From an optimization exercise on the open Yosys and OpenROAD flow, aimed at small area; shortcuts taken in it are not production practice.
Function was checked by simulation only, so behaviour that the tests miss may differ from the original.

**design/flow/run.sh**
```bash
#!/bin/bash
# synth_recipe.tcl (not shown) runs the flow's synth.tcl, then flattens the netlist and writes it again
# the make line also repeats each setting of config.mk as NAME=value (left out here)
make -C /OpenROAD-flow-scripts/flow DESIGN_CONFIG=/design/flow/config.mk WORK_HOME=/design/flow/orfs CLKGATE_MAP_FILE= SYNTH_SCRIPT=/design/flow/synth_recipe.tcl finish
```
**design/flow/design.v**
```verilog
`timescale 1ns / 10ps
package types_pkg;
  parameter int BITS = 16;
  parameter int DIGITS = 8;
endpackage
`timescale 1ns / 10ps
module unbounce_btn #(
    parameter bit FRESH = 1'b0
) (
    input  logic CPU_RESET,   
    input  logic CLOCK,
    input  logic BTN_IN,
    output logic BTN_OUT,
    output logic FRESH_HI    
);
  logic [2:0] p;
  assign FRESH_HI = BTN_OUT & (p[2] ^ p[1]) & (p[1] ^ p[0]);
  logic x;
  assign x = BTN_IN ^ BTN_OUT;
  always_ff @(posedge CLOCK or posedge CPU_RESET) begin
    if (CPU_RESET) begin
      p       <= 3'b000;
      BTN_OUT <= 1'b0;
    end else begin
      case (p)
        3'b000:  p <= {2'b00, x};
        3'b001:  p <= 3'b011;
        3'b011:  p <= 3'b111;
        3'b111:  p <= 3'b110;
        3'b110:  p <= 3'b100;
        3'b100:  p <= FRESH ? (x ? 3'b010 : 3'b101) : {2'b00, ~x};
        3'b010:  p <= {2'b00, x};
        default: p <= 3'b011;
      endcase
      if (p == 3'b100) BTN_OUT <= ~BTN_OUT;
    end
  end
endmodule
module unbounce_rise (
    input  logic CPU_RESET,
    input  logic CLOCK,
    input  logic rst,         
    input  logic BTN_IN,
    output logic rise
);
  logic o, fresh_hi;
  unbounce_btn #(.FRESH(1'b1)) u_deb (
      .CPU_RESET(CPU_RESET),
      .CLOCK(CLOCK),
      .BTN_IN(BTN_IN),
      .BTN_OUT(o),
      .FRESH_HI(fresh_hi)
  );
  always_ff @(posedge CLOCK) begin
    if (rst) rise <= 1'b0;
    else rise <= fresh_hi;
  end
endmodule
`timescale 1ns / 10ps
module unbounce_array #(
    parameter int BITS = 16
) (
    input  logic            CPU_RESET,   
    input  logic            CLOCK,
    input  logic [BITS-1:0] BTN_IN,
    output logic [BITS-1:0] BTN_OUT
);
  genvar i;
  for (i = 0; i < BITS; i++) begin : gen_btn
    unbounce_btn u_btn (
        .CPU_RESET(CPU_RESET),
        .CLOCK(CLOCK),
        .BTN_IN(BTN_IN[i]),
        .BTN_OUT(BTN_OUT[i]),
        .FRESH_HI()
    );
  end
endmodule
`timescale 1ns / 1ps
`timescale 1ns / 10ps
module divider_nr (
    input  wire         clk,
    input  wire         init,
    input  wire         adj,
    input  wire         adj_sub,
    input  wire         uq,
    input  wire  [15:0] dividend,
    input  wire  [15:0] divisor,      
    input  wire         divisor_neg,  
    output logic [15:0] quotient,
    output logic        rem_neg,
    output logic        last
);
  logic [16:0] rem;
  logic [4:0] count;
  logic [15:0] v1, v2, v3, v4;
  logic s3, s2, s1, s0;
  assign s3 = dividend[15:8] == 8'd0;
  assign v1 = s3 ? {dividend[7:0], 8'd0} : dividend;
  assign s2 = v1[15:12] == 4'd0;
  assign v2 = s2 ? {v1[11:0], 4'd0} : v1;
  assign s1 = v2[15:14] == 2'd0;
  assign v3 = s1 ? {v2[13:0], 2'd0} : v2;
  assign s0 = ~v3[15];
  assign v4 = s0 ? {v3[14:0], 1'b0} : v3;
  logic f;
  assign f = adj_sub ^ divisor_neg;
  logic [16:0] sum;
  assign sum = {rem[15:0], quotient[15]} + ({divisor[15], divisor} ^ {17{f}}) + {16'd0, f};
  assign rem_neg = rem[16];
  assign last = count == 5'd16;
  always_ff @(posedge clk) begin
    if (init) begin
      quotient <= v4;
      rem      <= '0;
      count    <= v4[15] ? {1'b0, s3, s2, s1, s0} : 5'd16;
    end else begin
      if (adj) rem <= sum;
      if (uq) begin
        quotient <= {quotient[14:0], ~rem[16]};
        count    <= count + 5'd1;
      end
    end
  end
endmodule
`timescale 1ns / 10ps
module select_btn_action (
    input  logic        clk,
    input  logic        rst,
    input  logic [15:0] SW,
    input  logic        rise_u,
    input  logic        rise_d,
    input  logic        rise_r,
    input  logic        rise_l,
    input  logic        rise_c,
    output logic [15:0] value,      
    output logic        isEdit,
    output logic        total_neg
);
  localparam logic [3:0]
      IDLE  = 4'd0,    
      START = 4'd1,    
      INIT  = 4'd2,
      LS    = 4'd3,
      ADJ0  = 4'd4,
      ADJ1  = 4'd5,
      UQ    = 4'd6,
      TN    = 4'd7,
      TR1   = 4'd8,
      ADJ2  = 4'd9,
      DONE  = 4'd10,
      FIN   = 4'd11;   
  logic [3:0] st;
  logic signed [15:0] total;
  logic [15:0] abs_total;
  logic [15:0] quotient;
  logic rem_neg, last;
  logic sw_lo_nz;
  assign total_neg = total[15];
  assign abs_total = total[15] ? -total : total;
  assign value = isEdit ? SW : abs_total;
  assign sw_lo_nz = SW[14:0] != 15'd0;
  divider_nr u_divider (
      .clk(clk),
      .init(st == INIT),
      .adj(st == ADJ0 || st == ADJ1),
      .adj_sub(st == ADJ1),
      .uq(st == UQ),
      .dividend(abs_total),
      .divisor(SW),
      .divisor_neg(SW[15] & sw_lo_nz),
      .quotient(quotient),
      .rem_neg(rem_neg),
      .last(last)
  );
  always_ff @(posedge clk) begin
    if (rst) begin
      st <= IDLE;
    end else begin
      case (st)
        IDLE:    if (rise_l && (SW[15] || sw_lo_nz)) st <= START;
        START:   st <= INIT;
        INIT:    st <= LS;
        LS:      st <= rem_neg ? ADJ0 : ADJ1;
        ADJ0:    st <= UQ;
        ADJ1:    st <= UQ;
        UQ:      st <= TN;
        TN:      st <= last ? TR1 : LS;
        TR1:     st <= rem_neg ? ADJ2 : DONE;
        ADJ2:    st <= DONE;
        DONE:    st <= FIN;
        default: st <= IDLE;
      endcase
    end
  end
  always_ff @(posedge clk) begin
    if (rst) begin
      total  <= '0;
      isEdit <= 1'b1;
    end else begin
      if (st == FIN) total <= (total[15] ^ SW[15]) ? -quotient : quotient;
      else if (rise_r) total <= total * $signed(SW);
      else if (rise_d) total <= total - $signed(SW);
      else if (rise_u) total <= total + $signed(SW);
      if (rise_c) isEdit <= ~isEdit;
    end
  end
endmodule
`timescale 1ns / 10ps
module bin_to_bcd (
    input  logic [15:0] bin,
    output logic [19:0] bcd
);
  integer i, j;
  logic [19:0] temp;
  logic [15:0] bin_work;
  always_comb begin
    bin_work = bin;
    temp = '0;
    for (i = 15; i >= 0; i--) begin
      for (j = 0; j < 5; j++) begin
        if (temp[j*4+:4] >= 5) temp[j*4+:4] = temp[j*4+:4] + 4'd3;
      end
      {temp, bin_work} = {temp, bin_work} << 1;
    end
    bcd = temp;
  end
endmodule
`timescale 1ns / 10ps
module dec_cat_map (
    input  [3:0] encoded,
    output logic [7:0] cathode
);
  always @* begin
    case (encoded)
      4'h0: cathode = 8'b11000000;
      4'h1: cathode = 8'b11111001;
      4'h2: cathode = 8'b10100100;
      4'h3: cathode = 8'b10110000;
      4'h4: cathode = 8'b10011001;
      4'h5: cathode = 8'b10010010;
      4'h6: cathode = 8'b10000010;
      4'h7: cathode = 8'b11111000;
      4'h8: cathode = 8'b10000000;
      4'h9: cathode = 8'b10010000;
      4'hb: cathode = 8'b10111111;
      4'hc: cathode = 8'b00000110;
      default: cathode = 8'b11111111;
    endcase
  end
endmodule
`timescale 1ns / 10ps
module seg_display_calc (
    input  logic [15:0] value,
    input  logic        isEdit,
    input  logic        total_neg,
    input  logic [2:0]  digit,
    output logic [3:0]  code
);
  logic [19:0] bcd;
  bin_to_bcd u_bcd (
      .bin(value),
      .bcd(bcd)
  );
  logic z1, z2, z3, z4;
  assign z4 = bcd[19:16] == 4'd0;
  assign z3 = z4 & (bcd[15:12] == 4'd0);
  assign z2 = z3 & (bcd[11:8] == 4'd0);
  assign z1 = z2 & (bcd[7:4] == 4'd0);
  always_comb begin
    case (digit)
      3'd0: code = bcd[3:0];
      3'd1: code = z1 ? 4'd10 : bcd[7:4];
      3'd2: code = z2 ? 4'd10 : bcd[11:8];
      3'd3: code = z3 ? 4'd10 : bcd[15:12];
      3'd4: code = z4 ? 4'd10 : bcd[19:16];
      3'd7: code = isEdit ? 4'd12 : (total_neg ? 4'd11 : 4'd10);
      default: code = 4'd10;
    endcase
  end
endmodule
module clock_seg_display (
    input  logic clk,
    input  logic rst,
    output logic step
);
  localparam logic [13:0] RST_STATE = 14'h3ea0;   
  localparam logic [13:0] LOOP_STATE = 14'h3a80;   
  localparam logic [13:0] HIT_MASK = 14'h3eb7;   
  localparam logic [13:0] HIT_VALUE = 14'h1236;
  logic [13:0] s;
  logic fb;
  assign fb   = ~(s[13] ^ s[4] ^ s[2] ^ s[0]);
  assign step = (s & HIT_MASK) == HIT_VALUE;
  always_ff @(posedge clk) begin
    if (rst) s <= RST_STATE;
    else if (step) s <= LOOP_STATE;
    else s <= {s[12:0], fb};
  end
endmodule
module seg_display (
    input  logic       clk,
    input  logic       rst,
    input  logic       step,
    input  logic [3:0] code_next,
    output logic [2:0] digit_next,
    output logic [7:0] AN,
    output logic       CA, CB, CC, CD, CE, CF, CG, DP
);
  logic [2:0] digit;
  logic [3:0] code;
  logic [7:0] cathode;
  assign digit_next = digit + {2'b00, step};
  always_ff @(posedge clk) begin
    if (rst) digit <= 3'd0;
    else digit <= digit_next;
    code <= code_next;
  end
  always_comb begin
    AN = 8'hff;
    AN[digit] = 1'b0;
  end
  dec_cat_map u_map (
      .encoded(code),
      .cathode(cathode)
  );
  assign {DP, CG, CF, CE, CD, CC, CB, CA} = cathode;
endmodule
`timescale 1ns / 100ps
module sys_pll (
    input  wire clk_in1,
    output wire clk_out1
);
  assign clk_out1 = clk_in1;
endmodule
`timescale 1ns / 100ps
module top (
    input  wire          CLK100MHZ,
    input  wire          CPU_RESETN,
    input  wire   [15:0] SW,
    output logic  [15:0] LED,
    input  wire          BTNC,
    input  wire          BTNU,
    input  wire          BTNL,
    input  wire          BTNR,
    input  wire          BTND,
    output logic  [ 7:0] AN,
    output logic         CA,
    output logic         CB,
    output logic         CC,
    output logic         CD,
    output logic         CE,
    output logic         CF,
    output logic         CG,
    output logic         DP,
    output logic         LED16_B,
    output logic         LED16_G,
    output logic         LED16_R,
    output logic         LED17_B,
    output logic         LED17_G,
    output logic         LED17_R
);
  assign {LED16_B, LED16_G, LED16_R, LED17_B, LED17_G, LED17_R} = 6'b000000;
  wire rst = ~CPU_RESETN;
  wire clk;
  sys_pll u_sys_pll (
      .clk_in1 (CLK100MHZ),
      .clk_out1(clk)
  );
  logic rise_c, rise_u, rise_l, rise_r, rise_d;
  logic [15:0] SW_DEB;
  unbounce_rise deb_btnC (.CPU_RESET(rst), .CLOCK(clk), .rst(rst), .BTN_IN(BTNC), .rise(rise_c));
  unbounce_rise deb_btnU (.CPU_RESET(rst), .CLOCK(clk), .rst(rst), .BTN_IN(BTNU), .rise(rise_u));
  unbounce_rise deb_btnL (.CPU_RESET(rst), .CLOCK(clk), .rst(rst), .BTN_IN(BTNL), .rise(rise_l));
  unbounce_rise deb_btnR (.CPU_RESET(rst), .CLOCK(clk), .rst(rst), .BTN_IN(BTNR), .rise(rise_r));
  unbounce_rise deb_btnD (.CPU_RESET(rst), .CLOCK(clk), .rst(rst), .BTN_IN(BTND), .rise(rise_d));
  unbounce_array debouncer (
      .CPU_RESET(rst),
      .CLOCK(clk),
      .BTN_IN(SW),
      .BTN_OUT(SW_DEB)
  );
  assign LED = SW_DEB;
  logic [15:0] value;
  logic isEdit, total_neg;
  select_btn_action u_calc (
      .clk(clk),
      .rst(rst),
      .SW(SW_DEB),
      .rise_u(rise_u),
      .rise_d(rise_d),
      .rise_r(rise_r),
      .rise_l(rise_l),
      .rise_c(rise_c),
      .value(value),
      .isEdit(isEdit),
      .total_neg(total_neg)
  );
  logic step;
  clock_seg_display u_timer (
      .clk (clk),
      .rst (rst),
      .step(step)
  );
  logic [2:0] digit_next;
  logic [3:0] code_next;
  seg_display_calc u_code (
      .value(value),
      .isEdit(isEdit),
      .total_neg(total_neg),
      .digit(digit_next),
      .code(code_next)
  );
  seg_display u_disp (
      .clk(clk),
      .rst(rst),
      .step(step),
      .code_next(code_next),
      .digit_next(digit_next),
      .AN(AN),
      .CA(CA), .CB(CB), .CC(CC), .CD(CD), .CE(CE), .CF(CF), .CG(CG), .DP(DP)
  );
endmodule
```
**design/flow/constraint.sdc**
```tcl
create_clock -name core_clock -period 20.0 [get_ports {CLK100MHZ}]
set_input_delay 4.0000 -clock core_clock [delete_from_list [all_inputs] [get_ports {CLK100MHZ}]]
set_output_delay 4.0000 -clock core_clock [all_outputs]
set_load 0.01 [all_outputs]
```
**design/flow/config.mk**
```make
export PLATFORM = sky130hd
export DESIGN_NAME = top
export DESIGN_NICKNAME = top
export VERILOG_FILES = /design/flow/design.v
export SDC_FILE = /design/flow/constraint.sdc
export NUM_CORES = 4
export LEC_CHECK = 0
export ABC_AREA = 1
export CAP_MARGIN = 20
export CORE_MARGIN = 2
export CORE_UTILIZATION = 40
export PLACE_DENSITY = 0.6
export SLEW_MARGIN = 20
```
==> impl_results.md <==
* Status: no timing/DRC/antenna violations
* Async SR Flop Fraction at 0.4855
* Required time of the critical path at 20,410 ps
* Initial Util at 0.4074
* Clock skew at 13.01 ps
* Setup_tns at 0 ps
* Top FF cell, synth: dfrtp_1
* Critical path data arrival time at 14,370 ps
* Grt peak-use layer: met2
* CTS resizes at 0
* Syn Inst Count at 2,800
* Via count at 17,280
* Number of global-route vias before repair at 16,830
* CTS Hold Buffers Added at 0
* Die W at 225.0 um
* Crit-path max FO at 18
* Worst-Skew Late Latency at 460 ps
* Longest Clk Path Bufs at 2
* Final core utilization at 0.4394
* Number of library cell types mapped by synthesis at 65
* Die height at 225.0 um
* Total GRT Usage at 0.1992
* First DRT Iteration DRCs at 988
* Buf/Inv on CP at 26
* First-pass GRT wire length at 81,830 um
* R2R Path Start: u_calc.total[0]
* Area growth syn-to-layout at 7.860%
* Clock Sinks at 173
* Antenna diodes at 0
* M1 GR Usage at 0.2593
* Most instantiated cells after synthesis: nand2_1, inv_1, nor2_1, ha_1, nand3_1
* Fill cells at 4,832
* Core area at 0.04795 mm^2
* I/O Buffers at 54
* Top-count cell post-synth: nand2_1
* Critical Path Max Stage Delay at 820 ps
* Largest net degree at the start of global routing at 60
* R2R Setup Slk at 6030 ps
* Post-synth top area cell: nand2_1
* Endpoint type of the worst setup path: flop
* Path depth of the worst reg2reg path at 110
* Nets at 3,069
* Setup violators final at 0
* Total grt overflow at 0
* Post-route insts no fill at 3,418
* Final Hold Vio Count at 0
* Hold EP: debouncer.gen_btn[0].u_btn.p[1]
* Cts bufs inserted at 17
* Routed Wire Length at 48,990 um
* Worst Hold Launch: debouncer.gen_btn[0].u_btn.p[0]
* Number of synthesized register bits at 173
* Synth area leaders: nand2_1, ha_1, dfrtp_1
* Startpoint types: flop
* Final min period at 13,970 ps
* Worst Setup Path Type: flop to flop
* Wire per inst at 14.33 um
* Post-Synthesis Mean Instance Area at 6.976 um^2
* Hold WC Path Type: flop to flop
* Max-cap viol count at 0
* F_max at 71.59 MHz
* Post-synth EDFFs at 21
* Post-Synthesis Cell Area at 0.01953 mm^2
* Max Slew Vio Count at 0
* Final period util at 0.6985
* IO Count at 61
* # Post-CTS Setup Buffers at 0
* Max transition margin at 0.3557
* Unrepaired setup endpoints after global routing: false
* R2R Path End: u_disp.cathode[5]
* Clk pin slew, worst setup/hold paths at 80 ps
* Gp weighted congestion at 0.8808
* Top cell type's share of synthesized area at 0.1178
* Die ar. at 0.05062 mm^2
* Final ANT Viol Nets at 0
* Met2 GRT Util at 0.3376
* Met3 Track Usage GR at 0.02451
* Initial antenna violation count at 0
* Root Driver: clkbuf_16
* Drt pass-1 iters at 6
* Floorplan row count at 80
* Via density at 5.056
* CTS tree: yes
* Worst path most repeated cell: nand2_1
* DRC errors left at 0
* Yosys warns at 10
* Sequential area share after synthesis at 0.2096
* Post-detail-place hpwl at 37,730 um
* Cells after DPL at 3,386
* Worst-Margin Slew at 957.6 ps
* H-tree lvl count at 4
* Layout cell share with drive strength beyond 1 at 0.08812
* Max stage delay cell, worst path: dfxtp_1
* Cells on Worst Hold Path at 0
* Critical path's top delay family: simple AND/OR/NAND/NOR gates
[state kept, by name (all words and copies together), names as in the netlist, 4 cells and up]
signal / flops
debouncer.gen_btn.u_btn.p: 48
u_calc.u_divider.rem: 17
debouncer.gen_btn.u_btn.BTN_OUT: 16
u_calc.total: 16
u_calc.u_divider.quotient: 16
u_timer.s: 14
u_disp.cathode: 8
u_calc.u_divider.count: 5
u_calc.st: 4
[cell usage in the layout, fill, tap and decap left out, types with 53 or more instances in the layout]
cell type and n:
nor2_1 190, xor2_1 102, nand2_2 68, inv_1 507, a21oi_1 96, fa_1 81, nand2_1 613, nand3_1 160
ha_1 175, o21ai_0 141, dfxtp_1 68, clkdlybuf4s50_1 53, dfrtp_1 84
[per-layer routing]
metal,routed length [um],vias up
met5,0,-
met4,1636,0
li1,-,8759
met3,2234,77
met1,22350,8074
met2,22770,371
[final cells by class]
class / count / area (um^2) / share of cell area
clock inverters: 13 / 122.6 / 0.005820
multi-input cells: 1981 / 12900 / 0.6124
flip-flops and latches: 173 / 4094 / 0.1943
inverters: 547 / 2057 / 0.09763
well taps: 615 / 769.5 / 0.03652
repair buffers: 70 / 658.1 / 0.03124
clock buffers: 19 / 464.2 / 0.02203
[cell families after synthesis]
family / synth area share
other cells: 0.0001920
flops: 0.2096
xor+xnor: 0.06937
buf+inv: 0.1312
fa+ha+maj: 0.1951
simple gates: 0.2766
compound gates: 0.1174
mux: 0.0005124
[stage by stage]
stage	setup slack [ps]	hold slack, ps	area [um^2]
floorplan	8198	392.5	19550
global placement	6931	356.4	20480
detailed placement	6131	371.5	20480
CTS	6074	381.5	21070
global route	4276	393.4	21070
finish	6031	377.0	21070
[worst max-delay path by stage]
stage	slack [ps]	end	start	cells after the start
2_1_floorplan	8200	u_disp.cathode[5]	u_calc.total[0]	110
3_3_place_gp	6930	u_disp.cathode[5]	u_calc.total[0]	110
3_5_place_dp	6130	u_disp.cathode[5]	u_calc.total[0]	110
4_1_cts	6070	u_disp.cathode[5]	u_calc.total[0]	110
5_1_grt	4280	u_disp.cathode[5]	u_calc.total[0]	110
6_report	6030	u_disp.cathode[5]	u_calc.total[0]	110

==> re-timing with driven ports <==
Ports are ideal in the flow. The routed layout listed here was re-timed in OpenROAD.
Step 1 (the two cells are an assumption about what drives the block):
set clk [get_ports {CLK100MHZ}]
set_driving_cell -lib_cell sky130_fd_sc_hd__clkbuf_16 $clk
set_driving_cell -lib_cell sky130_fd_sc_hd__buf_2 [delete_from_list [all_inputs] $clk]
Step 2 times the ports against the registers' clock, not the clock port: input delays grow and output delays shrink by t, the midpoint of the rising clock arrivals with the driver on.
Three values: ideal, step 1, step 2; two values: the first two.
t, ns: 0.505
setup slack, ns: 6.031 / 6.031 / 6.031
clock arrival spread, ns: 0.014 / 0.014
cell pins on the clock port's net: 1
After both steps setup and hold are still met in this run. For this run, drivers alone change the setup slack by 0.000 ns; drivers and shift together by 0.000 ns.
